What follows belongs to an exercise in optimizing a design on an open flow for small area; a production flow would make more cautious choices. Only simulation tests tie the RTL to the original design; equivalence was not proved. Power figures rest on the tool's default switching activity, not on a simulated workload.

red:
## npu
module npu (
    input  logic        clk,
    input  logic        rst_ni,
    input  logic        ena,
    input  logic        wea,
    input  logic [15:0] addra,
    input  logic [31:0] dina,
    output logic [31:0] douta
);
make LEC_CHECK=0 CAP_MARGIN=0 CORE_MARGIN=2 CORE_UTILIZATION=45 CTS_BUF_LIST=sky130_fd_sc_hd__clkbuf_16 CTS_CLUSTER_DIAMETER=100 CTS_CLUSTER_SIZE=24 PLACE_DENSITY=0.6 SLEW_MARGIN=0 SYNTH_HIERARCHICAL=1 finish   # period 12.0 ns
run.sh (not shown) runs the stock make flow with config.mk's settings and CLKGATE_MAP_FILE= SYNTH_SCRIPT=/design/flow/synth_recipe.tcl, a recipe that flattens the netlist after the stock synthesis.
red: no failed stages, no open violations at the end
The inputs of blue differ from those of red as listed below.
- CAP_MARGIN: 0 -> 20
- SLEW_MARGIN: 0 -> 20
- GPL_TIMING_DRIVEN: unset -> 0
Results
Relative to red, the total power measured on blue has increased by a few percent.
blue against red: sequential share of layout area lower; number of nets at the end of the flow higher.
From red to blue the numbers moved as follows: combinational fraction of design power stayed essentially flat; non-clock buffer count in the final layout saw an increase; count of clock-buffer cells in the layout grew by 4.3%.
[inputs] green vs blue
- GPL_TIMING_DRIVEN: 0 -> unset
- CTS_CLUSTER_DIAMETER: 100 -> 120
- CTS_CLUSTER_SIZE: 24 -> 28
Results
Between green and blue, it is green whose net count of the finished layout is lower, by 4.2%.
blue → green: worst hold margin did not really move, initial antenna violation count lost 3, design area moved down.
Compared with blue, green shows a share of power burned in combinational logic that is 0.4 points higher.

* * *

Setup of oak:
Another version of the RTL of npu (not shown whole).
Size in the first run: ~380 flip-flops, roughly 84 I/O pins, roughly 30000 um^2 of cells after synthesis.
clock: 12.0 ns
lec_check: 0
cap_margin: 20
core_margin: 2
core_utilization: 60
cts_buf_list: sky130_fd_sc_hd__clkbuf_8
cts_cluster_diameter: 80
cts_cluster_size: 16
gpl_timing_driven: 0
place_density: 0.75
slew_margin: 20
synth_hierarchical: 1
standard.sh (not shown) runs the stock make flow with config.mk's settings and CLKGATE_MAP_FILE= SYNTH_SCRIPT=/design/flow/synth_recipe.tcl, a recipe that flattens the netlist after the stock synthesis.
==> flow/flow/run.sh <==
#!/bin/bash
# The standard ORFS layout (standard.sh), with different buffering:
#  - each port gets a sky130_fd_sc_hd__buf_1 buffer instead of buffer_ports' default cell;
#  - the constant-1 inputs of the adder cells share one tie cell per module (no tie fanout repair).
# repair_design, CTS and repair_timing run as in the standard flow.
set -euo pipefail
cp config.mk flow_config.mk
cat >> flow_config.mk <<'CFG'
export BUFFER_PORTS_ARGS = -buffer_cell sky130_fd_sc_hd__buf_1
export REMOVE_ABC_BUFFERS = 1
export SKIP_REPAIR_TIE_FANOUT = 1
CFG
sed "s#DESIGN_CONFIG=[^ ]*#DESIGN_CONFIG=$PWD/flow_config.mk#" standard.sh > flow_standard.sh
bash flow_standard.sh > flow_standard.log 2>&1
No stage failed in oak, and the final checks on the layout all came back clean.
## Diff of input files: pine against oak
- CTS_CLUSTER_SIZE: 16 -> 10
- CTS_BUF_LIST: sky130_fd_sc_hd__clkbuf_8 -> sky130_fd_sc_hd__clkbuf_4 sky130_fd_sc_hd__clkbuf_8
- CTS_CLUSTER_DIAMETER: 80 -> 50
==> comparison <==
pine vs oak — clock-buffer cell count rose 46.
Route | pine vs oak | wire longer in pine
The via total after detailed routing of pine exceeds that of oak by about 0.7%.
Of oak and pine, the lower maximum level of the CTS H-tree belongs to oak.
The average wire per cell in the routed design of oak and that of pine are within noise of each other.
Re relative contribution of combinational cells to total power: pine is 2.5 points down on oak.

* * *

v25:
Another version of the RTL of npu (not shown whole).
Size: roughly 2400 cells after synthesis, roughly 380 flip-flops, about 84 I/O pins, about 30000 µm² of cells after synthesis.
// npu
module npu (
    input  logic        clk,
    input  logic        rst_ni,
    input  logic        ena,
    input  logic        wea,
    input  logic [15:0] addra,
    input  logic [31:0] dina,
    output logic [31:0] douta
);
export LEC_CHECK = 0
export CAP_MARGIN = 20
export CORE_MARGIN = 2
export CORE_UTILIZATION = 45
export CTS_BUF_LIST = sky130_fd_sc_hd__clkbuf_16
export CTS_CLUSTER_DIAMETER = 100
export CTS_CLUSTER_SIZE = 24
export PLACE_DENSITY = 0.6
export SLEW_MARGIN = 20
export SYNTH_HIERARCHICAL = 1
create_clock -name core_clock -period 12.0 [get_ports {clk}]
run.sh (not shown) runs the stock make flow with config.mk's settings and CLKGATE_MAP_FILE= SYNTH_SCRIPT=/design/flow/synth_recipe.tcl, a recipe that flattens the netlist after the stock synthesis.
Stock flow here: none of the scripts above is used.
Both conditions hold for v25: the flow ran to the end and the final layout passed the timing, design-rule and antenna checks.
[inputs] v39 vs v25
Settings: putting GPL_TIMING_DRIVEN at 0 where nothing was set.
==> flow/flow/run.sh (new file) <==
#!/bin/bash
# The standard ORFS layout (standard.sh), with different buffering:
#  - each port gets a sky130_fd_sc_hd__buf_1 buffer instead of buffer_ports' default cell;
set -euo pipefail
cp config.mk flow_config.mk
cat >> flow_config.mk <<'CFG'
export BUFFER_PORTS_ARGS = -buffer_cell sky130_fd_sc_hd__buf_1
export REMOVE_ABC_BUFFERS = 1
CFG
sed "s#DESIGN_CONFIG=[^ ]*#DESIGN_CONFIG=$PWD/flow_config.mk#" standard.sh > flow_standard.sh
bash flow_standard.sh > flow_standard.log 2>&1
==> flow/standard.sh (new file) <==
#!/bin/bash
# synth_recipe.tcl (not shown) runs the flow's synth.tcl, then flattens the netlist and writes it again
# the make line also repeats each setting of config.mk as NAME=value (left out here)
make -C /OpenROAD-flow-scripts/flow DESIGN_CONFIG=/design/flow/config.mk WORK_HOME=/design/flow/orfs CLKGATE_MAP_FILE= SYNTH_SCRIPT=/design/flow/synth_recipe.tcl "${@:-finish}"
removed: flow/run.sh
==> results.txt <==
v39 ends up with lower fraction of power consumed by combinational cells than v25 does.
Against v25, count of clock-buffer cells in the layout in v39 rose by a few percent.
STATUS worst max-slew margin expressed relative to the limit: v39 loses against v25
Looking only at clock network fraction of design power, and setting everything else aside, the lower value of v39 and v25 goes to v25.
Compared with v25, in v39 switching power of the nets rose 0.52%; fraction of area in registers picked up an extra 0.39 points; minimum clock period after layout higher; setup slack has decreased.
Compared to v25, v39 reaches a lower achievable clock.
diff inputs: v39 => v33
Settings: changing CTS_BUF_LIST from sky130_fd_sc_hd__clkbuf_16 to sky130_fd_sc_hd__clkbuf_8; changing CTS_CLUSTER_SIZE from 24 to 16; removing GPL_TIMING_DRIVEN (formerly 0); changing CTS_CLUSTER_DIAMETER from 100 to 80.
==> flow/run.sh (new file) <==
#!/bin/bash
# synth_recipe.tcl (not shown) runs the flow's synth.tcl, then flattens the netlist and writes it again
# the make line also repeats each setting of config.mk as NAME=value (left out here)
make -C /OpenROAD-flow-scripts/flow DESIGN_CONFIG=/design/flow/config.mk WORK_HOME=/design/flow/orfs CLKGATE_MAP_FILE= SYNTH_SCRIPT=/design/flow/synth_recipe.tcl finish
removed: flow/flow/run.sh
removed: flow/standard.sh
Findings:
| sequential share of layout area | v33 vs v39 | 0.27 points lower |. Of v33 and v39, the higher power share of the combinational group belongs to v33. Of the two candidates, v39 has the better total vias in the final route and v33 the worse one. Final cell count for v33 is higher than for v39. As of v33, net count of the finished layout had risen slightly compared to v39. Between v33 and v39, final worst setup slack is higher for v33, v39 comes in under that. | routed wire length | v33 vs v39 | about 2% lower |.
Setup changes, v33 to v22
Settings: a change of PLACE_DENSITY from 0.6 to 0.75; an added GPL_TIMING_DRIVEN of 0; a change of CORE_UTILIZATION from 45 to 60.
==> flow/flow/run.sh (new file) <==
#!/bin/bash
# The standard ORFS layout (standard.sh), with different buffering:
#  - each port gets a sky130_fd_sc_hd__buf_1 buffer instead of buffer_ports' default cell;
#  - the constant-1 inputs of the adder cells share one tie cell per module (no tie fanout repair).
# repair_design, CTS and repair_timing run as in the standard flow.
set -euo pipefail
cp config.mk flow_config.mk
cat >> flow_config.mk <<'CFG'
export BUFFER_PORTS_ARGS = -buffer_cell sky130_fd_sc_hd__buf_1
export REMOVE_ABC_BUFFERS = 1
export SKIP_REPAIR_TIE_FANOUT = 1
CFG
sed "s#DESIGN_CONFIG=[^ ]*#DESIGN_CONFIG=$PWD/flow_config.mk#" standard.sh > flow_standard.sh
bash flow_standard.sh > flow_standard.log 2>&1
==> flow/standard.sh (new file) <==
#!/bin/bash
# synth_recipe.tcl (not shown) runs the flow's synth.tcl, then flattens the netlist and writes it again
# the make line also repeats each setting of config.mk as NAME=value (left out here)
make -C /OpenROAD-flow-scripts/flow DESIGN_CONFIG=/design/flow/config.mk WORK_HOME=/design/flow/orfs CLKGATE_MAP_FILE= SYNTH_SCRIPT=/design/flow/synth_recipe.tcl "${@:-finish}"
removed: flow/run.sh
## What came out
Cell-internal power, v22 and v33, higher one = v33. v22 ends up with a design area that is 2.8% lower than in v33. Proportion of cell area occupied by multi-input gates, v22 and v33: higher on v22. Post-layout worst setup margin in v22 is 500 ps lower than in v33. Post-CTS clock slew at the launch and capture registers of the worst setup and hold paths across v22 and v33: no real change. Higher via count goes to v22 over v33. Of v22 and v33, the run reporting the lower number of core rows was v22. Placed cell count, v22 and v33: larger value in v33. Number of cell instances on the worst register-to-register path: v22 vs v33 identical. Utilization v33 -> v22: up.

==> static timing again, ports no longer ideal <==
How much do the figures lean on ideal ports? The routed layouts below were timed once more, with nothing changed but the port constraints.
Step 1 assumes that a clkbuf_16 drives the clock port and a buf_2 every other input.
Step 2, shift: input delay + t, output delay - t, t = (earliest + latest rising clock arrival at the registers) / 2. This alone moves slack from input paths to output paths.
Three values: ideal ports, drivers, drivers and shift; two values: the first two.
| run | t, ns | slack for setup (ns) | worst hold slack (ns) | worst setup path after step 2 | worst register clock-pin slew, ns |
|---|---|---|---|---|---|
| red | 0.641 | 1.224 / 1.224 / 1.224 | 0.422 / 0.422 / 0.422 | register to register | 0.10 / 0.10 |
| blue | 0.649 | 0.811 / 0.811 / 0.811 | 0.451 / 0.451 / 0.451 | register to register | 0.11 / 0.11 |
| green | 0.643 | 1.193 / 1.193 / 1.193 | 0.450 / 0.450 / 0.450 | register to register | 0.12 / 0.12 |
| oak | 0.712 | 0.654 / 0.654 / 0.654 | 0.445 / 0.445 / 0.445 | register to register | 0.12 / 0.12 |
| pine | 0.696 | 0.698 / 0.698 / 0.698 | 0.443 / 0.443 / 0.443 | register to register | 0.08 / 0.08 |
| v25 | 0.658 | 1.529 / 1.529 / 1.529 | 0.451 / 0.451 / 0.451 | register to register | 0.11 / 0.11 |
| v39 | 0.661 | 1.071 / 1.071 / 1.071 | 0.455 / 0.455 / 0.455 | register to register | 0.10 / 0.10 |
| v33 | 0.747 | 1.548 / 1.548 / 1.548 | 0.451 / 0.451 / 0.451 | register to register | 0.11 / 0.11 |
| v22 | 0.734 | 1.051 / 1.051 / 1.051 | 0.450 / 0.450 / 0.450 | register to register | 0.11 / 0.11 |
After both steps every run listed still meets setup and hold.
